This design comes from an exercise in tuning for small area and a short achievable clock period on the open sky130 flow, not from production work. Where RTL was checked, it was by simulation tests only, not by an equivalence proof against the original. For run 1, only the layout was checked, not whether the RTL still works. No activity file was given, so power comes from the tool's default toggle rates.

==> design/flow/design.v <==
module Aux_Segmentado #(
    parameter integer W = 1
) (
    input  logic [W-1:0]  R,
    input  logic          b,
    input  logic [W:0]    Dn,
    input  logic          ci,
    input  logic          hz,
    output logic [W:0]    R_out,
    output logic          qbit
);
    logic [W:0] T;
    logic [W+2:0] s;
    assign T = {R, b};
    assign s = {1'b0, T, 1'b1} + {1'b0, Dn, ci};
    assign qbit = s[W+2] & hz;
    assign R_out = qbit ? s[W+1:1] : T;
endmodule
module Aux_Segmentado_P #(
    parameter integer W = 1
) (
    input  logic [W:0]    P,
    input  logic [W:0]    Dn,
    input  logic          ci,
    input  logic          hz,
    input  logic          bn,
    input  logic [W+1:0]  Dnn,
    output logic [W:0]    R_out,
    output logic [W+1:0]  P_out,
    output logic          qbit
);
    localparam integer N = W + 1;
    localparam integer LV = $clog2(N);
    logic [W:0] T, g, sum;
    logic [N:0] c;
    assign T = P ^ Dn;
    assign g = Dn & ~P;
    logic [N-1:0] G [0:LV];
    logic [N-1:0] Q [0:LV];
    assign G[0] = {g[N-1:1], g[0] | (P[0] & ci)};
    assign Q[0] = {P[N-1:1], 1'b0};
    genvar l, i;
    generate
        for (l = 0; l < LV; l = l + 1) begin : g_l
            for (i = 0; i < N; i = i + 1) begin : g_i
                if (((i >> l) & 1) == 1) begin : g_c
                    assign G[l+1][i] = G[l][i] | (Q[l][i] & G[l][((i >> l) << l) - 1]);
                    assign Q[l+1][i] = Q[l][i] & Q[l][((i >> l) << l) - 1];
                end else begin : g_p
                    assign G[l+1][i] = G[l][i];
                    assign Q[l+1][i] = Q[l][i];
                end
            end
        end
    endgenerate
    assign c[0] = ci;
    assign c[N:1] = G[LV];
    assign sum = P ^ c[W:0];
    assign qbit = c[N] & hz;
    assign R_out = qbit ? sum : T;
    assign P_out = {R_out, bn} ^ Dnn;
endmodule
module Dividor_Segmentado #(
    parameter integer tamanyo = 32
) (
    input CLK, RSTa, Start,
    input logic [tamanyo-1:0] Num, Den,
    output logic Done,
    output logic [tamanyo-1:0] Coc, Res
);
    logic s0_v, s0_sn, s0_ci;
    logic [31:0] s0_dn, s0_qr;    
    logic [2:0] s0_p;    
    logic [1:0] s0_hz;    
    logic s1_v, s1_sn, s1_ci;
    logic [31:0] s1_dn, s1_qr;    
    logic [4:0] s1_p;    
    logic s2_v, s2_sn, s2_ci;
    logic [31:0] s2_dn, s2_qr;    
    logic [5:0] s2_p;    
    logic s3_v, s3_sn, s3_ci;
    logic [31:0] s3_dn, s3_qr;    
    logic [6:0] s3_p;    
    logic s4_v, s4_sn, s4_ci;
    logic [31:0] s4_dn, s4_qr;    
    logic [7:0] s4_p;    
    logic s5_v, s5_sn, s5_ci;
    logic [31:0] s5_dn, s5_qr;    
    logic [8:0] s5_p;    
    logic s6_v, s6_sn, s6_ci;
    logic [31:0] s6_dn, s6_qr;    
    logic [9:0] s6_p;    
    logic s7_v, s7_sn, s7_ci;
    logic [31:0] s7_dn, s7_qr;    
    logic [10:0] s7_p;    
    logic s8_v, s8_sn, s8_ci;
    logic [31:0] s8_dn, s8_qr;    
    logic [11:0] s8_p;    
    logic s9_v, s9_sn, s9_ci;
    logic [31:0] s9_dn, s9_qr;    
    logic [12:0] s9_p;    
    logic s10_v, s10_sn, s10_ci;
    logic [31:0] s10_dn, s10_qr;    
    logic [13:0] s10_p;    
    logic s11_v, s11_sn, s11_ci;
    logic [31:0] s11_dn, s11_qr;    
    logic [14:0] s11_p;    
    logic s12_v, s12_sn, s12_ci;
    logic [31:0] s12_dn, s12_qr;    
    logic [15:0] s12_p;    
    logic s13_v, s13_sn, s13_ci;
    logic [31:0] s13_dn, s13_qr;    
    logic [16:0] s13_p;    
    logic s14_v, s14_sn, s14_ci;
    logic [31:0] s14_dn, s14_qr;    
    logic [17:0] s14_p;    
    logic s15_v, s15_sn, s15_ci;
    logic [31:0] s15_dn, s15_qr;    
    logic [18:0] s15_p;    
    logic s16_v, s16_sn, s16_ci;
    logic [31:0] s16_dn, s16_qr;    
    logic [19:0] s16_p;    
    logic s17_v, s17_sn, s17_ci;
    logic [31:0] s17_dn, s17_qr;    
    logic [20:0] s17_p;    
    logic s18_v, s18_sn, s18_ci;
    logic [31:0] s18_dn, s18_qr;    
    logic [21:0] s18_p;    
    logic s19_v, s19_sn, s19_ci;
    logic [31:0] s19_dn, s19_qr;    
    logic [22:0] s19_p;    
    logic s20_v, s20_sn, s20_ci;
    logic [31:0] s20_dn, s20_qr;    
    logic [23:0] s20_p;    
    logic s21_v, s21_sn, s21_ci;
    logic [31:0] s21_dn, s21_qr;    
    logic [24:0] s21_p;    
    logic s22_v, s22_sn, s22_ci;
    logic [31:0] s22_dn, s22_qr;    
    logic [25:0] s22_p;    
    logic s23_v, s23_sn, s23_ci;
    logic [31:0] s23_dn, s23_qr;    
    logic [26:0] s23_p;    
    logic s24_v, s24_sn, s24_ci;
    logic [31:0] s24_dn, s24_qr;    
    logic [27:0] s24_p;    
    logic s25_v, s25_sn, s25_ci;
    logic [31:0] s25_dn, s25_qr;    
    logic [28:0] s25_p;    
    logic s26_v, s26_sn, s26_ci;
    logic [31:0] s26_dn, s26_qr;    
    logic [29:0] s26_p;    
    logic s27_v, s27_sn, s27_ci;
    logic [31:0] s27_dn, s27_qr;    
    logic [30:0] s27_p;    
    logic s28_v, s28_sn, s28_ci;
    logic [31:0] s28_dn, s28_qr;    
    logic [31:0] s28_p;    
    logic s29_v, s29_sn, s29_ci;
    logic [31:0] s29_dn, s29_qr;    
    logic [31:0] s29_r;
    logic [31:0] xin, dnin;
    assign xin = Num ^ {32{Num[31]}};
    assign dnin = ~(Den ^ {32{Den[31]}});
    logic rr0_0, qb0_0, m0_0_0, m1_0_0;
    logic [1:0] pp0_0;
    assign m0_0_0 = (&dnin) & ~Den[31];
    assign m1_0_0 = (&dnin) ? ~~Den[31] : ((dnin == 32'hFFFFFFFE) & ~Den[31]);
    assign qb0_0 = m0_0_0 | (m1_0_0 & xin[31]);
    assign rr0_0 = xin[31] & ~m1_0_0;
    assign pp0_0 = {rr0_0, xin[30]} ^ dnin[1:0];
    logic [31:0] qq0_0;
    assign qq0_0 = {xin[30:0], qb0_0};
    logic [1:0] rr0_1; logic [2:0] pp0_1; logic qb0_1;
    Aux_Segmentado_P #(.W(1)) u_step0_1 (.P(pp0_0), .Dn(dnin[1:0]), .ci(~Den[31]), .hz(&dnin[31:2]), .bn(qq0_0[30]), .Dnn(dnin[2:0]), .R_out(rr0_1), .P_out(pp0_1), .qbit(qb0_1));
    logic [31:0] qq0_1;
    assign qq0_1 = {qq0_0[30:0], qb0_1};
    always_ff @(posedge CLK, negedge RSTa)
        if (!RSTa) s0_v <= 1'b0;
        else s0_v <= Start;
    always_ff @(posedge CLK) begin
        s0_sn <= Num[31];
        s0_ci <= ~Den[31];
        s0_dn <= dnin;
        s0_qr <= qq0_1;
        s0_p <= pp0_1;
        s0_hz[0] <= &dnin[31:3];
        s0_hz[1] <= &dnin[31:4];
    end
    logic [2:0] rr1_0; logic [3:0] pp1_0; logic qb1_0;
    Aux_Segmentado_P #(.W(2)) u_step1_0 (.P(s0_p), .Dn(s0_dn[2:0]), .ci(s0_ci), .hz(s0_hz[0]), .bn(s0_qr[30]), .Dnn(s0_dn[3:0]), .R_out(rr1_0), .P_out(pp1_0), .qbit(qb1_0));
    logic [31:0] qq1_0;
    assign qq1_0 = {s0_qr[30:0], qb1_0};
    logic [3:0] rr1_1; logic [4:0] pp1_1; logic qb1_1;
    Aux_Segmentado_P #(.W(3)) u_step1_1 (.P(pp1_0), .Dn(s0_dn[3:0]), .ci(s0_ci), .hz(s0_hz[1]), .bn(qq1_0[30]), .Dnn(s0_dn[4:0]), .R_out(rr1_1), .P_out(pp1_1), .qbit(qb1_1));
    logic [31:0] qq1_1;
    assign qq1_1 = {qq1_0[30:0], qb1_1};
    always_ff @(posedge CLK, negedge RSTa)
        if (!RSTa) s1_v <= 1'b0;
        else s1_v <= s0_v;
    always_ff @(posedge CLK) begin
        s1_sn <= s0_sn;
        s1_ci <= s0_ci;
        s1_dn <= s0_dn;
        s1_qr <= qq1_1;
        s1_p <= pp1_1;
    end
    logic [4:0] rr2_0; logic [5:0] pp2_0; logic qb2_0;
    Aux_Segmentado_P #(.W(4)) u_step2_0 (.P(s1_p), .Dn(s1_dn[4:0]), .ci(s1_ci), .hz(&s1_dn[31:5]), .bn(s1_qr[30]), .Dnn(s1_dn[5:0]), .R_out(rr2_0), .P_out(pp2_0), .qbit(qb2_0));
    logic [31:0] qq2_0;
    assign qq2_0 = {s1_qr[30:0], qb2_0};
    always_ff @(posedge CLK, negedge RSTa)
        if (!RSTa) s2_v <= 1'b0;
        else s2_v <= s1_v;
    always_ff @(posedge CLK) begin
        s2_sn <= s1_sn;
        s2_ci <= s1_ci;
        s2_dn <= s1_dn;
        s2_qr <= qq2_0;
        s2_p <= pp2_0;
    end
    logic [5:0] rr3_0; logic [6:0] pp3_0; logic qb3_0;
    Aux_Segmentado_P #(.W(5)) u_step3_0 (.P(s2_p), .Dn(s2_dn[5:0]), .ci(s2_ci), .hz(&s2_dn[31:6]), .bn(s2_qr[30]), .Dnn(s2_dn[6:0]), .R_out(rr3_0), .P_out(pp3_0), .qbit(qb3_0));
    logic [31:0] qq3_0;
    assign qq3_0 = {s2_qr[30:0], qb3_0};
    always_ff @(posedge CLK, negedge RSTa)
        if (!RSTa) s3_v <= 1'b0;
        else s3_v <= s2_v;
    always_ff @(posedge CLK) begin
        s3_sn <= s2_sn;
        s3_ci <= s2_ci;
        s3_dn <= s2_dn;
        s3_qr <= qq3_0;
        s3_p <= pp3_0;
    end
    logic [6:0] rr4_0; logic [7:0] pp4_0; logic qb4_0;
    Aux_Segmentado_P #(.W(6)) u_step4_0 (.P(s3_p), .Dn(s3_dn[6:0]), .ci(s3_ci), .hz(&s3_dn[31:7]), .bn(s3_qr[30]), .Dnn(s3_dn[7:0]), .R_out(rr4_0), .P_out(pp4_0), .qbit(qb4_0));
    logic [31:0] qq4_0;
    assign qq4_0 = {s3_qr[30:0], qb4_0};
    always_ff @(posedge CLK, negedge RSTa)
        if (!RSTa) s4_v <= 1'b0;
        else s4_v <= s3_v;
    always_ff @(posedge CLK) begin
        s4_sn <= s3_sn;
        s4_ci <= s3_ci;
        s4_dn <= s3_dn;
        s4_qr <= qq4_0;
        s4_p <= pp4_0;
    end
    logic [7:0] rr5_0; logic [8:0] pp5_0; logic qb5_0;
    Aux_Segmentado_P #(.W(7)) u_step5_0 (.P(s4_p), .Dn(s4_dn[7:0]), .ci(s4_ci), .hz(&s4_dn[31:8]), .bn(s4_qr[30]), .Dnn(s4_dn[8:0]), .R_out(rr5_0), .P_out(pp5_0), .qbit(qb5_0));
    logic [31:0] qq5_0;
    assign qq5_0 = {s4_qr[30:0], qb5_0};
    always_ff @(posedge CLK, negedge RSTa)
        if (!RSTa) s5_v <= 1'b0;
        else s5_v <= s4_v;
    always_ff @(posedge CLK) begin
        s5_sn <= s4_sn;
        s5_ci <= s4_ci;
        s5_dn <= s4_dn;
        s5_qr <= qq5_0;
        s5_p <= pp5_0;
    end
    logic [8:0] rr6_0; logic [9:0] pp6_0; logic qb6_0;
    Aux_Segmentado_P #(.W(8)) u_step6_0 (.P(s5_p), .Dn(s5_dn[8:0]), .ci(s5_ci), .hz(&s5_dn[31:9]), .bn(s5_qr[30]), .Dnn(s5_dn[9:0]), .R_out(rr6_0), .P_out(pp6_0), .qbit(qb6_0));
    logic [31:0] qq6_0;
    assign qq6_0 = {s5_qr[30:0], qb6_0};
    always_ff @(posedge CLK, negedge RSTa)
        if (!RSTa) s6_v <= 1'b0;
        else s6_v <= s5_v;
    always_ff @(posedge CLK) begin
        s6_sn <= s5_sn;
        s6_ci <= s5_ci;
        s6_dn <= s5_dn;
        s6_qr <= qq6_0;
        s6_p <= pp6_0;
    end
    logic [9:0] rr7_0; logic [10:0] pp7_0; logic qb7_0;
    Aux_Segmentado_P #(.W(9)) u_step7_0 (.P(s6_p), .Dn(s6_dn[9:0]), .ci(s6_ci), .hz(&s6_dn[31:10]), .bn(s6_qr[30]), .Dnn(s6_dn[10:0]), .R_out(rr7_0), .P_out(pp7_0), .qbit(qb7_0));
    logic [31:0] qq7_0;
    assign qq7_0 = {s6_qr[30:0], qb7_0};
    always_ff @(posedge CLK, negedge RSTa)
        if (!RSTa) s7_v <= 1'b0;
        else s7_v <= s6_v;
    always_ff @(posedge CLK) begin
        s7_sn <= s6_sn;
        s7_ci <= s6_ci;
        s7_dn <= s6_dn;
        s7_qr <= qq7_0;
        s7_p <= pp7_0;
    end
    logic [10:0] rr8_0; logic [11:0] pp8_0; logic qb8_0;
    Aux_Segmentado_P #(.W(10)) u_step8_0 (.P(s7_p), .Dn(s7_dn[10:0]), .ci(s7_ci), .hz(&s7_dn[31:11]), .bn(s7_qr[30]), .Dnn(s7_dn[11:0]), .R_out(rr8_0), .P_out(pp8_0), .qbit(qb8_0));
    logic [31:0] qq8_0;
    assign qq8_0 = {s7_qr[30:0], qb8_0};
    always_ff @(posedge CLK, negedge RSTa)
        if (!RSTa) s8_v <= 1'b0;
        else s8_v <= s7_v;
    always_ff @(posedge CLK) begin
        s8_sn <= s7_sn;
        s8_ci <= s7_ci;
        s8_dn <= s7_dn;
        s8_qr <= qq8_0;
        s8_p <= pp8_0;
    end
    logic [11:0] rr9_0; logic [12:0] pp9_0; logic qb9_0;
    Aux_Segmentado_P #(.W(11)) u_step9_0 (.P(s8_p), .Dn(s8_dn[11:0]), .ci(s8_ci), .hz(&s8_dn[31:12]), .bn(s8_qr[30]), .Dnn(s8_dn[12:0]), .R_out(rr9_0), .P_out(pp9_0), .qbit(qb9_0));
    logic [31:0] qq9_0;
    assign qq9_0 = {s8_qr[30:0], qb9_0};
    always_ff @(posedge CLK, negedge RSTa)
        if (!RSTa) s9_v <= 1'b0;
        else s9_v <= s8_v;
    always_ff @(posedge CLK) begin
        s9_sn <= s8_sn;
        s9_ci <= s8_ci;
        s9_dn <= s8_dn;
        s9_qr <= qq9_0;
        s9_p <= pp9_0;
    end
    logic [12:0] rr10_0; logic [13:0] pp10_0; logic qb10_0;
    Aux_Segmentado_P #(.W(12)) u_step10_0 (.P(s9_p), .Dn(s9_dn[12:0]), .ci(s9_ci), .hz(&s9_dn[31:13]), .bn(s9_qr[30]), .Dnn(s9_dn[13:0]), .R_out(rr10_0), .P_out(pp10_0), .qbit(qb10_0));
    logic [31:0] qq10_0;
    assign qq10_0 = {s9_qr[30:0], qb10_0};
    always_ff @(posedge CLK, negedge RSTa)
        if (!RSTa) s10_v <= 1'b0;
        else s10_v <= s9_v;
    always_ff @(posedge CLK) begin
        s10_sn <= s9_sn;
        s10_ci <= s9_ci;
        s10_dn <= s9_dn;
        s10_qr <= qq10_0;
        s10_p <= pp10_0;
    end
    logic [13:0] rr11_0; logic [14:0] pp11_0; logic qb11_0;
    Aux_Segmentado_P #(.W(13)) u_step11_0 (.P(s10_p), .Dn(s10_dn[13:0]), .ci(s10_ci), .hz(&s10_dn[31:14]), .bn(s10_qr[30]), .Dnn(s10_dn[14:0]), .R_out(rr11_0), .P_out(pp11_0), .qbit(qb11_0));
    logic [31:0] qq11_0;
    assign qq11_0 = {s10_qr[30:0], qb11_0};
    always_ff @(posedge CLK, negedge RSTa)
        if (!RSTa) s11_v <= 1'b0;
        else s11_v <= s10_v;
    always_ff @(posedge CLK) begin
        s11_sn <= s10_sn;
        s11_ci <= s10_ci;
        s11_dn <= s10_dn;
        s11_qr <= qq11_0;
        s11_p <= pp11_0;
    end
    logic [14:0] rr12_0; logic [15:0] pp12_0; logic qb12_0;
    Aux_Segmentado_P #(.W(14)) u_step12_0 (.P(s11_p), .Dn(s11_dn[14:0]), .ci(s11_ci), .hz(&s11_dn[31:15]), .bn(s11_qr[30]), .Dnn(s11_dn[15:0]), .R_out(rr12_0), .P_out(pp12_0), .qbit(qb12_0));
    logic [31:0] qq12_0;
    assign qq12_0 = {s11_qr[30:0], qb12_0};
    always_ff @(posedge CLK, negedge RSTa)
        if (!RSTa) s12_v <= 1'b0;
        else s12_v <= s11_v;
    always_ff @(posedge CLK) begin
        s12_sn <= s11_sn;
        s12_ci <= s11_ci;
        s12_dn <= s11_dn;
        s12_qr <= qq12_0;
        s12_p <= pp12_0;
    end
    logic [15:0] rr13_0; logic [16:0] pp13_0; logic qb13_0;
    Aux_Segmentado_P #(.W(15)) u_step13_0 (.P(s12_p), .Dn(s12_dn[15:0]), .ci(s12_ci), .hz(&s12_dn[31:16]), .bn(s12_qr[30]), .Dnn(s12_dn[16:0]), .R_out(rr13_0), .P_out(pp13_0), .qbit(qb13_0));
    logic [31:0] qq13_0;
    assign qq13_0 = {s12_qr[30:0], qb13_0};
    always_ff @(posedge CLK, negedge RSTa)
        if (!RSTa) s13_v <= 1'b0;
        else s13_v <= s12_v;
    always_ff @(posedge CLK) begin
        s13_sn <= s12_sn;
        s13_ci <= s12_ci;
        s13_dn <= s12_dn;
        s13_qr <= qq13_0;
        s13_p <= pp13_0;
    end
    logic [16:0] rr14_0; logic [17:0] pp14_0; logic qb14_0;
    Aux_Segmentado_P #(.W(16)) u_step14_0 (.P(s13_p), .Dn(s13_dn[16:0]), .ci(s13_ci), .hz(&s13_dn[31:17]), .bn(s13_qr[30]), .Dnn(s13_dn[17:0]), .R_out(rr14_0), .P_out(pp14_0), .qbit(qb14_0));
    logic [31:0] qq14_0;
    assign qq14_0 = {s13_qr[30:0], qb14_0};
    always_ff @(posedge CLK, negedge RSTa)
        if (!RSTa) s14_v <= 1'b0;
        else s14_v <= s13_v;
    always_ff @(posedge CLK) begin
        s14_sn <= s13_sn;
        s14_ci <= s13_ci;
        s14_dn <= s13_dn;
        s14_qr <= qq14_0;
        s14_p <= pp14_0;
    end
    logic [17:0] rr15_0; logic [18:0] pp15_0; logic qb15_0;
    Aux_Segmentado_P #(.W(17)) u_step15_0 (.P(s14_p), .Dn(s14_dn[17:0]), .ci(s14_ci), .hz(&s14_dn[31:18]), .bn(s14_qr[30]), .Dnn(s14_dn[18:0]), .R_out(rr15_0), .P_out(pp15_0), .qbit(qb15_0));
    logic [31:0] qq15_0;
    assign qq15_0 = {s14_qr[30:0], qb15_0};
    always_ff @(posedge CLK, negedge RSTa)
        if (!RSTa) s15_v <= 1'b0;
        else s15_v <= s14_v;
    always_ff @(posedge CLK) begin
        s15_sn <= s14_sn;
        s15_ci <= s14_ci;
        s15_dn <= s14_dn;
        s15_qr <= qq15_0;
        s15_p <= pp15_0;
    end
    logic [18:0] rr16_0; logic [19:0] pp16_0; logic qb16_0;
    Aux_Segmentado_P #(.W(18)) u_step16_0 (.P(s15_p), .Dn(s15_dn[18:0]), .ci(s15_ci), .hz(&s15_dn[31:19]), .bn(s15_qr[30]), .Dnn(s15_dn[19:0]), .R_out(rr16_0), .P_out(pp16_0), .qbit(qb16_0));
    logic [31:0] qq16_0;
    assign qq16_0 = {s15_qr[30:0], qb16_0};
    always_ff @(posedge CLK, negedge RSTa)
        if (!RSTa) s16_v <= 1'b0;
        else s16_v <= s15_v;
    always_ff @(posedge CLK) begin
        s16_sn <= s15_sn;
        s16_ci <= s15_ci;
        s16_dn <= s15_dn;
        s16_qr <= qq16_0;
        s16_p <= pp16_0;
    end
    logic [19:0] rr17_0; logic [20:0] pp17_0; logic qb17_0;
    Aux_Segmentado_P #(.W(19)) u_step17_0 (.P(s16_p), .Dn(s16_dn[19:0]), .ci(s16_ci), .hz(&s16_dn[31:20]), .bn(s16_qr[30]), .Dnn(s16_dn[20:0]), .R_out(rr17_0), .P_out(pp17_0), .qbit(qb17_0));
    logic [31:0] qq17_0;
    assign qq17_0 = {s16_qr[30:0], qb17_0};
    always_ff @(posedge CLK, negedge RSTa)
        if (!RSTa) s17_v <= 1'b0;
        else s17_v <= s16_v;
    always_ff @(posedge CLK) begin
        s17_sn <= s16_sn;
        s17_ci <= s16_ci;
        s17_dn <= s16_dn;
        s17_qr <= qq17_0;
        s17_p <= pp17_0;
    end
    logic [20:0] rr18_0; logic [21:0] pp18_0; logic qb18_0;
    Aux_Segmentado_P #(.W(20)) u_step18_0 (.P(s17_p), .Dn(s17_dn[20:0]), .ci(s17_ci), .hz(&s17_dn[31:21]), .bn(s17_qr[30]), .Dnn(s17_dn[21:0]), .R_out(rr18_0), .P_out(pp18_0), .qbit(qb18_0));
    logic [31:0] qq18_0;
    assign qq18_0 = {s17_qr[30:0], qb18_0};
    always_ff @(posedge CLK, negedge RSTa)
        if (!RSTa) s18_v <= 1'b0;
        else s18_v <= s17_v;
    always_ff @(posedge CLK) begin
        s18_sn <= s17_sn;
        s18_ci <= s17_ci;
        s18_dn <= s17_dn;
        s18_qr <= qq18_0;
        s18_p <= pp18_0;
    end
    logic [21:0] rr19_0; logic [22:0] pp19_0; logic qb19_0;
    Aux_Segmentado_P #(.W(21)) u_step19_0 (.P(s18_p), .Dn(s18_dn[21:0]), .ci(s18_ci), .hz(&s18_dn[31:22]), .bn(s18_qr[30]), .Dnn(s18_dn[22:0]), .R_out(rr19_0), .P_out(pp19_0), .qbit(qb19_0));
    logic [31:0] qq19_0;
    assign qq19_0 = {s18_qr[30:0], qb19_0};
    always_ff @(posedge CLK, negedge RSTa)
        if (!RSTa) s19_v <= 1'b0;
        else s19_v <= s18_v;
    always_ff @(posedge CLK) begin
        s19_sn <= s18_sn;
        s19_ci <= s18_ci;
        s19_dn <= s18_dn;
        s19_qr <= qq19_0;
        s19_p <= pp19_0;
    end
    logic [22:0] rr20_0; logic [23:0] pp20_0; logic qb20_0;
    Aux_Segmentado_P #(.W(22)) u_step20_0 (.P(s19_p), .Dn(s19_dn[22:0]), .ci(s19_ci), .hz(&s19_dn[31:23]), .bn(s19_qr[30]), .Dnn(s19_dn[23:0]), .R_out(rr20_0), .P_out(pp20_0), .qbit(qb20_0));
    logic [31:0] qq20_0;
    assign qq20_0 = {s19_qr[30:0], qb20_0};
    always_ff @(posedge CLK, negedge RSTa)
        if (!RSTa) s20_v <= 1'b0;
        else s20_v <= s19_v;
    always_ff @(posedge CLK) begin
        s20_sn <= s19_sn;
        s20_ci <= s19_ci;
        s20_dn <= s19_dn;
        s20_qr <= qq20_0;
        s20_p <= pp20_0;
    end
    logic [23:0] rr21_0; logic [24:0] pp21_0; logic qb21_0;
    Aux_Segmentado_P #(.W(23)) u_step21_0 (.P(s20_p), .Dn(s20_dn[23:0]), .ci(s20_ci), .hz(&s20_dn[31:24]), .bn(s20_qr[30]), .Dnn(s20_dn[24:0]), .R_out(rr21_0), .P_out(pp21_0), .qbit(qb21_0));
    logic [31:0] qq21_0;
    assign qq21_0 = {s20_qr[30:0], qb21_0};
    always_ff @(posedge CLK, negedge RSTa)
        if (!RSTa) s21_v <= 1'b0;
        else s21_v <= s20_v;
    always_ff @(posedge CLK) begin
        s21_sn <= s20_sn;
        s21_ci <= s20_ci;
        s21_dn <= s20_dn;
        s21_qr <= qq21_0;
        s21_p <= pp21_0;
    end
    logic [24:0] rr22_0; logic [25:0] pp22_0; logic qb22_0;
    Aux_Segmentado_P #(.W(24)) u_step22_0 (.P(s21_p), .Dn(s21_dn[24:0]), .ci(s21_ci), .hz(&s21_dn[31:25]), .bn(s21_qr[30]), .Dnn(s21_dn[25:0]), .R_out(rr22_0), .P_out(pp22_0), .qbit(qb22_0));
    logic [31:0] qq22_0;
    assign qq22_0 = {s21_qr[30:0], qb22_0};
    always_ff @(posedge CLK, negedge RSTa)
        if (!RSTa) s22_v <= 1'b0;
        else s22_v <= s21_v;
    always_ff @(posedge CLK) begin
        s22_sn <= s21_sn;
        s22_ci <= s21_ci;
        s22_dn <= s21_dn;
        s22_qr <= qq22_0;
        s22_p <= pp22_0;
    end
    logic [25:0] rr23_0; logic [26:0] pp23_0; logic qb23_0;
    Aux_Segmentado_P #(.W(25)) u_step23_0 (.P(s22_p), .Dn(s22_dn[25:0]), .ci(s22_ci), .hz(&s22_dn[31:26]), .bn(s22_qr[30]), .Dnn(s22_dn[26:0]), .R_out(rr23_0), .P_out(pp23_0), .qbit(qb23_0));
    logic [31:0] qq23_0;
    assign qq23_0 = {s22_qr[30:0], qb23_0};
    always_ff @(posedge CLK, negedge RSTa)
        if (!RSTa) s23_v <= 1'b0;
        else s23_v <= s22_v;
    always_ff @(posedge CLK) begin
        s23_sn <= s22_sn;
        s23_ci <= s22_ci;
        s23_dn <= s22_dn;
        s23_qr <= qq23_0;
        s23_p <= pp23_0;
    end
    logic [26:0] rr24_0; logic [27:0] pp24_0; logic qb24_0;
    Aux_Segmentado_P #(.W(26)) u_step24_0 (.P(s23_p), .Dn(s23_dn[26:0]), .ci(s23_ci), .hz(&s23_dn[31:27]), .bn(s23_qr[30]), .Dnn(s23_dn[27:0]), .R_out(rr24_0), .P_out(pp24_0), .qbit(qb24_0));
    logic [31:0] qq24_0;
    assign qq24_0 = {s23_qr[30:0], qb24_0};
    always_ff @(posedge CLK, negedge RSTa)
        if (!RSTa) s24_v <= 1'b0;
        else s24_v <= s23_v;
    always_ff @(posedge CLK) begin
        s24_sn <= s23_sn;
        s24_ci <= s23_ci;
        s24_dn <= s23_dn;
        s24_qr <= qq24_0;
        s24_p <= pp24_0;
    end
    logic [27:0] rr25_0; logic [28:0] pp25_0; logic qb25_0;
    Aux_Segmentado_P #(.W(27)) u_step25_0 (.P(s24_p), .Dn(s24_dn[27:0]), .ci(s24_ci), .hz(&s24_dn[31:28]), .bn(s24_qr[30]), .Dnn(s24_dn[28:0]), .R_out(rr25_0), .P_out(pp25_0), .qbit(qb25_0));
    logic [31:0] qq25_0;
    assign qq25_0 = {s24_qr[30:0], qb25_0};
    always_ff @(posedge CLK, negedge RSTa)
        if (!RSTa) s25_v <= 1'b0;
        else s25_v <= s24_v;
    always_ff @(posedge CLK) begin
        s25_sn <= s24_sn;
        s25_ci <= s24_ci;
        s25_dn <= s24_dn;
        s25_qr <= qq25_0;
        s25_p <= pp25_0;
    end
    logic [28:0] rr26_0; logic [29:0] pp26_0; logic qb26_0;
    Aux_Segmentado_P #(.W(28)) u_step26_0 (.P(s25_p), .Dn(s25_dn[28:0]), .ci(s25_ci), .hz(&s25_dn[31:29]), .bn(s25_qr[30]), .Dnn(s25_dn[29:0]), .R_out(rr26_0), .P_out(pp26_0), .qbit(qb26_0));
    logic [31:0] qq26_0;
    assign qq26_0 = {s25_qr[30:0], qb26_0};
    always_ff @(posedge CLK, negedge RSTa)
        if (!RSTa) s26_v <= 1'b0;
        else s26_v <= s25_v;
    always_ff @(posedge CLK) begin
        s26_sn <= s25_sn;
        s26_ci <= s25_ci;
        s26_dn <= s25_dn;
        s26_qr <= qq26_0;
        s26_p <= pp26_0;
    end
    logic [29:0] rr27_0; logic [30:0] pp27_0; logic qb27_0;
    Aux_Segmentado_P #(.W(29)) u_step27_0 (.P(s26_p), .Dn(s26_dn[29:0]), .ci(s26_ci), .hz(&s26_dn[31:30]), .bn(s26_qr[30]), .Dnn(s26_dn[30:0]), .R_out(rr27_0), .P_out(pp27_0), .qbit(qb27_0));
    logic [31:0] qq27_0;
    assign qq27_0 = {s26_qr[30:0], qb27_0};
    always_ff @(posedge CLK, negedge RSTa)
        if (!RSTa) s27_v <= 1'b0;
        else s27_v <= s26_v;
    always_ff @(posedge CLK) begin
        s27_sn <= s26_sn;
        s27_ci <= s26_ci;
        s27_dn <= s26_dn;
        s27_qr <= qq27_0;
        s27_p <= pp27_0;
    end
    logic [30:0] rr28_0; logic [31:0] pp28_0; logic qb28_0;
    Aux_Segmentado_P #(.W(30)) u_step28_0 (.P(s27_p), .Dn(s27_dn[30:0]), .ci(s27_ci), .hz(&s27_dn[31:31]), .bn(s27_qr[30]), .Dnn(s27_dn[31:0]), .R_out(rr28_0), .P_out(pp28_0), .qbit(qb28_0));
    logic [31:0] qq28_0;
    assign qq28_0 = {s27_qr[30:0], qb28_0};
    always_ff @(posedge CLK, negedge RSTa)
        if (!RSTa) s28_v <= 1'b0;
        else s28_v <= s27_v;
    always_ff @(posedge CLK) begin
        s28_sn <= s27_sn;
        s28_ci <= s27_ci;
        s28_dn <= s27_dn;
        s28_qr <= qq28_0;
        s28_p <= pp28_0;
    end
    logic [31:0] rr29_0; logic [32:0] pp29_0; logic qb29_0;
    Aux_Segmentado_P #(.W(31)) u_step29_0 (.P(s28_p), .Dn(s28_dn[31:0]), .ci(s28_ci), .hz(1'b1), .bn(1'b0), .Dnn({1'b0, s28_dn}), .R_out(rr29_0), .P_out(pp29_0), .qbit(qb29_0));
    logic [31:0] qq29_0;
    assign qq29_0 = {s28_qr[30:0], qb29_0};
    always_ff @(posedge CLK, negedge RSTa)
        if (!RSTa) s29_v <= 1'b0;
        else s29_v <= s28_v;
    always_ff @(posedge CLK) begin
        s29_sn <= s28_sn;
        s29_ci <= s28_ci;
        s29_dn <= s28_dn;
        s29_qr <= qq29_0;
        s29_r <= rr29_0;
    end
    logic [31:0] fx;
    logic eq, wrap, sq;
    assign sq = s29_sn ^ ~s29_ci;    
    assign fx = ~(s29_r ^ s29_dn);
    assign eq = (fx == {s29_r[30:0] & s29_dn[30:0], s29_ci});
    assign wrap = s29_sn & eq;
    logic [31:0] cy, cpre;
    assign cy = s29_qr ^ {32{sq}};
    assign cpre[0] = 1'b1;
    genvar gi;
    generate
        for (gi = 1; gi < 32; gi = gi + 1) begin : g_cpre
            assign cpre[gi] = &cy[gi-1:0];
        end
    endgenerate
    always_ff @(posedge CLK, negedge RSTa)
        if (!RSTa) Done <= 1'b0;
        else Done <= s29_v;
    always_ff @(posedge CLK) begin
        Coc <= cy ^ (cpre & {32{sq ^ wrap}});
        Res <= s29_sn ? (wrap ? 32'd0 : ~s29_r) : s29_r;
    end
endmodule
==> design/flow/config.mk <==
export PLATFORM = sky130hd
export DESIGN_NAME = Dividor_Segmentado
export DESIGN_NICKNAME = Dividor_Segmentado
export VERILOG_FILES = /design/flow/design.v
export SDC_FILE = /design/flow/constraint.sdc
export NUM_CORES = 4
export LEC_CHECK = 0
export ABC_AREA = 1
export CAP_MARGIN = 30
export CORE_MARGIN = 2
export CORE_UTILIZATION = 40
export CTS_CLUSTER_DIAMETER = 100
export CTS_CLUSTER_SIZE = 25
export SETUP_SLACK_MARGIN = 3.7
export SLEW_MARGIN = 30
==> design/flow/constraint.sdc <==
create_clock -name core_clock -period 6.0 [get_ports {CLK}]
set_input_delay 1.2000 -clock core_clock [delete_from_list [all_inputs] [get_ports {CLK}]]
set_output_delay 1.2000 -clock core_clock [all_outputs]
set_load 0.01 [all_outputs]
==> design/flow/run.sh <==
#!/bin/bash
# synth_recipe.tcl (not shown) runs the flow's synth.tcl, then flattens the netlist and writes it again
# the make line also repeats each setting of config.mk as NAME=value (left out here)
make -C /OpenROAD-flow-scripts/flow DESIGN_CONFIG=/design/flow/config.mk WORK_HOME=/design/flow/orfs CLKGATE_MAP_FILE= SYNTH_SCRIPT=/design/flow/synth_recipe.tcl finish
==> results of run 1 <==
repair_timing:
item                       CTS  global route
cloned                      23            21
setup buffers               62           101
setup endpoints to repair  620           631
gates resized for setup    550           395
pin swaps                   39           107
cell type report:
cell class / instances / area, um^2 / share of cell area (%)
sequential: 2570 / 51800 / 49.1
multi-input combinational: 6958 / 36700 / 34.8
inverter: 1663 / 6270 / 5.95
tap: 3026 / 3790 / 3.59
timing repair buffer: 345 / 3380 / 3.20
clock buffer: 129 / 3110 / 2.95
clock inverter: 28 / 409 / 0.388
antenna: 2 / 5.00 / 0.00475
kinds of logic after synthesis:
| family | Yosys count | share of synthesized area (%) |
|---|---|---|
| mux | 13 | 0.140 |
| simple gates | 5461 | 25.5 |
| flops | 2570 | 55.6 |
| fa+ha+maj | 32 | 0.432 |
| buf+inv | 1834 | 7.64 |
| compound gates | 786 | 4.58 |
| xor+xnor | 637 | 6.11 |
flip-flops by register name, indices dropped and copies added (netlist names), 32 cells and up:
register	cells
s29_r	32
s28_p	32
s29_qr	32
Coc	32
Res	32
where the power goes:
part           switching, uW  internal [uW]
registers               3190          20100
logic                   9990           6940
clock network           5340           3880
synthesized netlist by cell type (2+ instances only):
| cell | n | area share (%) |
|---|---|---|
| clkbuf_1 | 63 | 0.25 |
| a21oi_1 | 189 | 1.0 |
| nand2_2 | 31 | 0.21 |
| a21boi_2 | 8 | 0.097 |
| o211ai_1 | 16 | 0.13 |
| nor2_1 | 388 | 1.6 |
| nor3b_1 | 2 | 0.016 |
| mux2i_1 | 13 | 0.14 |
| nor2_4 | 2 | 0.024 |
| xnor2_4 | 3 | 0.089 |
| or2_2 | 21 | 0.14 |
| inv_1 | 1655 | 6.7 |
| o21ai_1 | 29 | 0.16 |
| a31oi_1 | 13 | 0.088 |
| ha_1 | 32 | 0.43 |
| buf_1 | 6 | 0.024 |
| buf_2 | 77 | 0.42 |
| a211oi_1 | 2 | 0.016 |
| or2_1 | 9 | 0.061 |
| a21boi_0 | 19 | 0.15 |
| xnor2_2 | 4 | 0.070 |
| nor4_2 | 4 | 0.054 |
| xor2_1 | 89 | 0.84 |
| xnor2_1 | 541 | 5.1 |
| o21bai_1 | 34 | 0.28 |
| a22oi_1 | 2 | 0.016 |
| nor2_2 | 12 | 0.081 |
| nand3_1 | 1094 | 5.9 |
| buf_6 | 4 | 0.049 |
| nand2_1 | 3386 | 14 |
| o22ai_1 | 2 | 0.013 |
| nor3_1 | 59 | 0.32 |
| and3_1 | 2 | 0.013 |
| buf_4 | 21 | 0.17 |
| nor4_1 | 33 | 0.22 |
| dfxtp_1 | 2539 | 55 |
| nand3b_1 | 214 | 1.7 |
| and2_1 | 4 | 0.027 |
| o21a_1 | 15 | 0.12 |
| o21ai_0 | 450 | 2.4 |
| dfrtp_1 | 31 | 0.84 |
| inv_2 | 8 | 0.032 |
| nand4_1 | 195 | 1.3 |
layer usage:
layer,vias up,global-route usage [%]
met3,322,1.81
met5,-,0
met1,31300,20.3
li1,35900,-
met4,0,4.88
met2,1367,28.7
path summary, 6_finish.rpt:
check                                from         endpoint  slack, ns  depth (start not counted)
max in group asynchronous            RSTa  s15_v$_DFF_PN0_       4.96                          2
setup / recovery           Done$_DFF_PN0_             Done       3.49                          1
hold / removal              s9_sn$_DFF_P_   s10_sn$_DFF_P_       0.30                          0
setup reg to reg           s29_sn$_DFF_P_  Coc[23]$_DFF_P_       3.60                         15
hold reg to reg             s9_sn$_DFF_P_   s10_sn$_DFF_P_       0.30                          0
min in group asynchronous            RSTa   s5_v$_DFF_PN0_       0.77                          2
metrics by stage:
stage               hold WS, ns  instances  area, um^2  util [%]  power, uW
floorplan                 0.310      11300       92900         -      34600
global placement          0.309      14400       97400      42.3      37900
detailed placement        0.312      14400       97500      42.3      38300
CTS                       0.299      14600      103000      44.6      48600
global route              0.312      14700      105000      45.8      53300
finish                    0.304      14700      105000      45.8      49500
==> flow_metrics.tcl, run 1 <==
set metrics [dict create \
    yosys_warnings 94 \
    pin_count 132 \
    synth_edf_count 0 \
    numPortBuffers 131 \
    final_common_cell "nand2_1" \
    yosysSeqAreaShare_pct 55.6 \
    skew_ns 0.0420 \
    die_h_um 486 \
    cap_violations 0 \
    status "finished clean" \
    slowest_delay_ns 0.39 \
    grt_usage_pct 16.1 \
    wl_met1_um 90400 \
    grt-ovfl-total 0 \
    fin_crit_sh_pct 41.9 \
    most-common-layout-cells "nand2_1 (3256), dfxtp_1 (2418), inv_1 (1643)" \
    place_congestion 0.896 \
    clk_latency_ns 0.80 \
    drtPass1Iterations 6 \
    syn_nets 11400 \
    rows 176 \
    fmax_mhz 398 \
    syn_area_um2 92700 \
    cts_hold_buffers 0 \
    worst_ep_required_time_ns 4.80 \
    ys_async_sr_fraction_pct 1.21 \
    crit_path_max_fanout 1 \
    power_density_nw_per_um2 470 \
    p_leak_uw 0.0510 \
    area_delta_synth_final_pct 13.7 \
    grt_pass1_wl_um 318000 \
    place.detailed.hpwl_um 141000 \
    htree_levels 3 \
    drv_slew 0 \
    num_vias 68900 \
    synth_cell_type_count 55 \
    arrival_ns 1.31 \
    tritoncts "built" \
    routed_wirelength_um 201000 \
    setup_viol 0 \
    place_ws_ns 2.36 \
    hp-class "reg2reg" \
    yosys_most_used_dff "dfxtp_1" \
    cp-start-kind "flip-flop" \
    fill_cells 21800 \
    die_w_um 486 \
    via_per_inst 4.68 \
    core_um2 230000 \
    grt_max_degree 42 \
    num-nets-final 11800 \
    rsz0062_at_grt "yes" \
    path_delay_family "flip-flops" \
    antenna_found_initial 9 \
    postSynthCellCount 11300 \
    cp_cell_sequence "buf_2" \
    critPathKind "reg2out" \
    max-clock-path-buffers 3 \
    layout_min_cycle_time_ns 2.51 \
    vdd_drop_max_mv 0.287 \
    start_util_pct 40.3 \
    hold_violations 0 \
    clkTransAtPathRegs_ns 0.09 \
    finalSetupTns_ns 0 \
    path_buf_inv 1 \
    die_area_um2 236000 \
    slew_headroom_pct 38.3 \
    drc 0 \
    syn_avg_cell_area_um2 8.18 \
    grt_pass1_vias 63600 \
    drive_gt1_share_pct 8.23 \
    drtIter0Drc 4346 \
    layout_setup_ws_ns 3.49 \
    numCtsBuffers 121 \
    ctsRootBufferMaster "clkbuf_16" \
    clkSinkCount 2570 \
    top_layer "met4" \
    cp_slowest_cell "dfrtp_1" \
    synth-seq-cells 2570 \
    wire_per_inst_um 13.7 \
    wl_met2_um 97800 \
    wl_met3_um 8220 \
    ant_nets 0 \
    worstMarginPinSlew_ns 0.925 \
    endpoint_kind "output port" \
]
==> run 2, diff against run 1 <==
--- a/design/flow/design.v
+++ b/design/flow/design.v
@@ -30,7 +30,7 @@
     output logic          qbit
 );
     localparam integer N = W + 1;
-    localparam integer LV = $clog2(N);
+    localparam integer LV = (N > 16) ? 5 : (N > 8) ? 4 : (N > 4) ? 3 : (N > 2) ? 2 : 1;
     logic [W:0] T, g, sum;
     logic [N:0] c;
     assign T = P ^ Dn;
--- a/design/flow/config.mk
+++ b/design/flow/config.mk
@@ -10,6 +10,6 @@
 export CORE_MARGIN = 2
 export CORE_UTILIZATION = 40
 export CTS_CLUSTER_DIAMETER = 100
-export CTS_CLUSTER_SIZE = 25
-export SETUP_SLACK_MARGIN = 3.7
+export CTS_CLUSTER_SIZE = 30
+export SETUP_SLACK_MARGIN = 3.6
 export SLEW_MARGIN = 30
==> run 2 against run 1 <==
  * Final area decreased by 1.4%
  * Still clean on timing, DRC and antenna
  * Clock power increased by 0.4%
  * Largest cell class unchanged
  * Count of clock-buffer cells in the layout decreased by 12
  * Sequential power is essentially flat
  * Routed wire length decreased by 1.8%
  * Highest routed layer is now met5
  * First-iteration DRC count decreased by 3.8%
==> flow_metrics.tcl, run 2 <==
set metrics [dict create \
    p_leak_uw 0.0504 \
    final_common_cell "nand2_1" \
    worstMarginPinSlew_ns 1.00 \
    dpl.cell_count 14400 \
    clk_latency_ns 0.82 \
    slowest_delay_ns 0.39 \
    area_delta_synth_final_pct 12.1 \
    grt_pass1_wl_um 317000 \
    hold_violations 0 \
    drtIter0Drc 4180 \
    clkTransAtPathRegs_ns 0.10 \
    yosys_warnings 94 \
    place.detailed.hpwl_um 141000 \
    layout_setup_ws_ns 3.45 \
    p_comb_share_pct 33.4 \
    p_seq_share_pct 47.6 \
    hp-class "reg2reg" \
    status "finished clean" \
    worst_ep_required_time_ns 4.80 \
    yosysMostFrequentCell "nand2_1" \
    pwr-share-clk_pct 19.0 \
    most-common-layout-cells "nand2_1 (3298), dfxtp_1 (2442), inv_1 (1648)" \
    wire_per_inst_um 13.5 \
    syn_nets 11400 \
    placed_area_um2 97500 \
    routed_wirelength_um 198000 \
    fill_cells 22000 \
    holdWs_ns 0.284 \
    internal_power_uw 30500 \
    ys_async_sr_fraction_pct 1.21 \
    antenna_found_initial 15 \
    place_ws_ns 2.50 \
    numCtsBuffers 110 \
    num-nets-final 11700 \
    path_buf_inv 1 \
    drtPass1Iterations 7 \
    die_w_um 486 \
    ctsRootBufferMaster "clkbuf_16" \
    start_util_pct 40.3 \
    synth_commonest_cells "nand2_1 (3386), dfxtp_1 (2539), inv_1 (1655)" \
    yosysSeqAreaShare_pct 55.6 \
    slew_headroom_pct 32.8 \
    clkSinkCount 2570 \
    vdd_drop_max_mv 0.259 \
    fin_crit_sh_pct 42.5 \
    final_cell_count_no_fill 14700 \
    rsz0062_at_grt "yes" \
    synth_cell_type_count 55 \
    finalSetupTns_ns 0 \
    synth.top_cell.area_share_pct 54.8 \
    power_switching_uw 18400 \
    path_delay_family "flip-flops" \
    core_um2 230000 \
    max-clock-path-buffers 3 \
    setup_viol 0 \
    crit_path_max_fanout 1 \
    fin_area_um2 104000 \
    endpoint_kind "output port" \
    numPortBuffers 131 \
    die_area_um2 236000 \
    drive_gt1_share_pct 6.77 \
    place_congestion 0.860 \
    cp-start-kind "flip-flop" \
    power_density_nw_per_um2 470 \
    pin_count 132 \
    yosys_most_used_dff "dfxtp_1" \
    syn_area_um2 92700 \
    synthTopCellsByArea "dfxtp_1 (55%), nand2_1 (14%), inv_1 (6.7%)" \
    skew_ns 0.0564 \
    ant_nets 0 \
    postSynthCellCount 11300 \
    layout_min_cycle_time_ns 2.55 \
    arrival_ns 1.35 \
    die_h_um 486 \
    fmax_mhz 392 \
    via_per_inst 4.65 \
    htree_levels 3 \
    synth_edf_count 0 \
    cp_slowest_cell "dfrtp_1" \
    cp_cell_sequence "buf_2" \
    syn_avg_cell_area_um2 8.18 \
    grt_pass1_vias 63100 \
    tritoncts "built" \
    grt-ovfl-total 0 \
    grt_max_degree 54 \
    num_vias 68200 \
    swShare_pct 37.7 \
    rows 176 \
    drv_slew 0 \
    cap_violations 0 \
    grt_usage_pct 16.0 \
    synth-seq-cells 2570 \
    drc 0 \
    critPathKind "reg2out" \
    synth_area_leader_cell "dfxtp_1" \
]
[run 2: cell counts after synthesis]
Identical to the previous run, type by type.
[run 2: area by class of cell]
type | count | area (um^2) | area share, %
Antenna cell | 2 | 5.00 | 0.00481
Clock buffer | 117 | 2820 | 2.71
Clock inverter | 52 | 772 | 0.742
Inverter | 1663 | 6260 | 6.02
Multi-Input combinational cell | 6951 | 35800 | 34.4
Sequential cell | 2570 | 51800 | 49.8
Tap cell | 3026 | 3790 | 3.64
Timing Repair Buffer | 281 | 2810 | 2.70
[run 2: cells by family after synthesis]
logic type      after synthesis  share of synthesized area, %
xor+xnor                    637                          6.11
buf+inv                    1834                          7.64
simple gates               5461                          25.5
flops                      2570                          55.6
compound gates              786                          4.58
fa+ha+maj                    32                         0.432
mux                          13                         0.140
[run 2: routing by layer]
metal / vias to the layer above / global-route usage [%] / routed length (um)
met1: 30900 / 20.8 / 91600
met3: 290 / 1.96 / 8710
met5: - / 0 / 13
met2: 1310 / 27.7 / 92400
li1: 35700 / - / -
met4: 2 / 4.86 / 4770
[run 2: path summary, 6_finish.rpt]
kind	from	endpoint	slack [ns]	depth (start not counted)
max	Done$_DFF_PN0_	Done	3.45	1
min	s14_qr[23]$_DFF_P_	s15_qr[24]$_DFF_P_	0.28	0
max reg2reg	s20_dn[3]$_DFF_P_	s21_p[6]$_DFF_P_	3.70	13
min reg2reg	s14_qr[23]$_DFF_P_	s15_qr[24]$_DFF_P_	0.28	0
max in group asynchronous	RSTa	s23_v$_DFF_PN0_	4.99	2
min in group asynchronous	RSTa	s2_v$_DFF_PN0_	0.73	2
[run 2: repair_timing]
item | CTS | global route
pin swaps | 14 | 49
hold buffers | 0 | 0
gates cloned | 14 | 22
setup endpoints to repair | 568 | 584
gates resized for setup | 489 | 241
setup buffers | 27 | 73
[run 2: worst reg2reg max path, delay by kind of cell, from the launching register on]
family | cells | cell delay [ns]
compound gates | 1 | 0.18
simple gates | 12 | 1.42
flops | 1 | 0.56
[run 2: through the flow]
step,power (uW),utilization [%]
floorplan,34600,-
global placement,37900,42.3
detailed placement,38300,42.3
CTS,48300,44.4
global route,52700,45.1
finish,48900,45.2
[run 2: power by group through the flow]
| stage | sequential, uW | clock [uW] | combinational, uW |
|---|---|---|---|
| 2_1_floorplan | 22600 | 0 | 11900 |
| 3_3_place_gp | 23600 | 0 | 14300 |
| 3_5_place_dp | 23600 | 0 | 14700 |
| 4_1_cts | 23300 | 9700 | 15300 |
| 5_1_grt | 23700 | 10300 | 18700 |
| 6_report | 23300 | 9270 | 16300 |

==> what the ideal ports hide <==
The results above use ideal ports. As a check the final layouts listed here were re-extracted and re-timed, cells and wires unchanged. Step 1 assumes that a clkbuf_16 drives the clock port and a buf_2 every other input. Step 2 times the ports against the registers' clock, not the clock port: input delays grow and output delays shrink by t, the midpoint of the rising clock arrivals with the driver on. Three values: no drivers, after step 1, after step 2; two values: the first two.
run	shift t [ns]	setup slack, ns	clock arrival spread, ns	cell pins on the clock port's net
run 1	0.872	3.488 / 3.399 / 2.992	0.054 / 0.054	1
run 2	0.877	3.450 / 3.363 / 2.984	0.077 / 0.077	1
After both steps setup and hold are still met in every run listed. The setup slack of run 1, which loses most, moves by -0.089 ns with the drivers and by -0.496 ns with both steps.
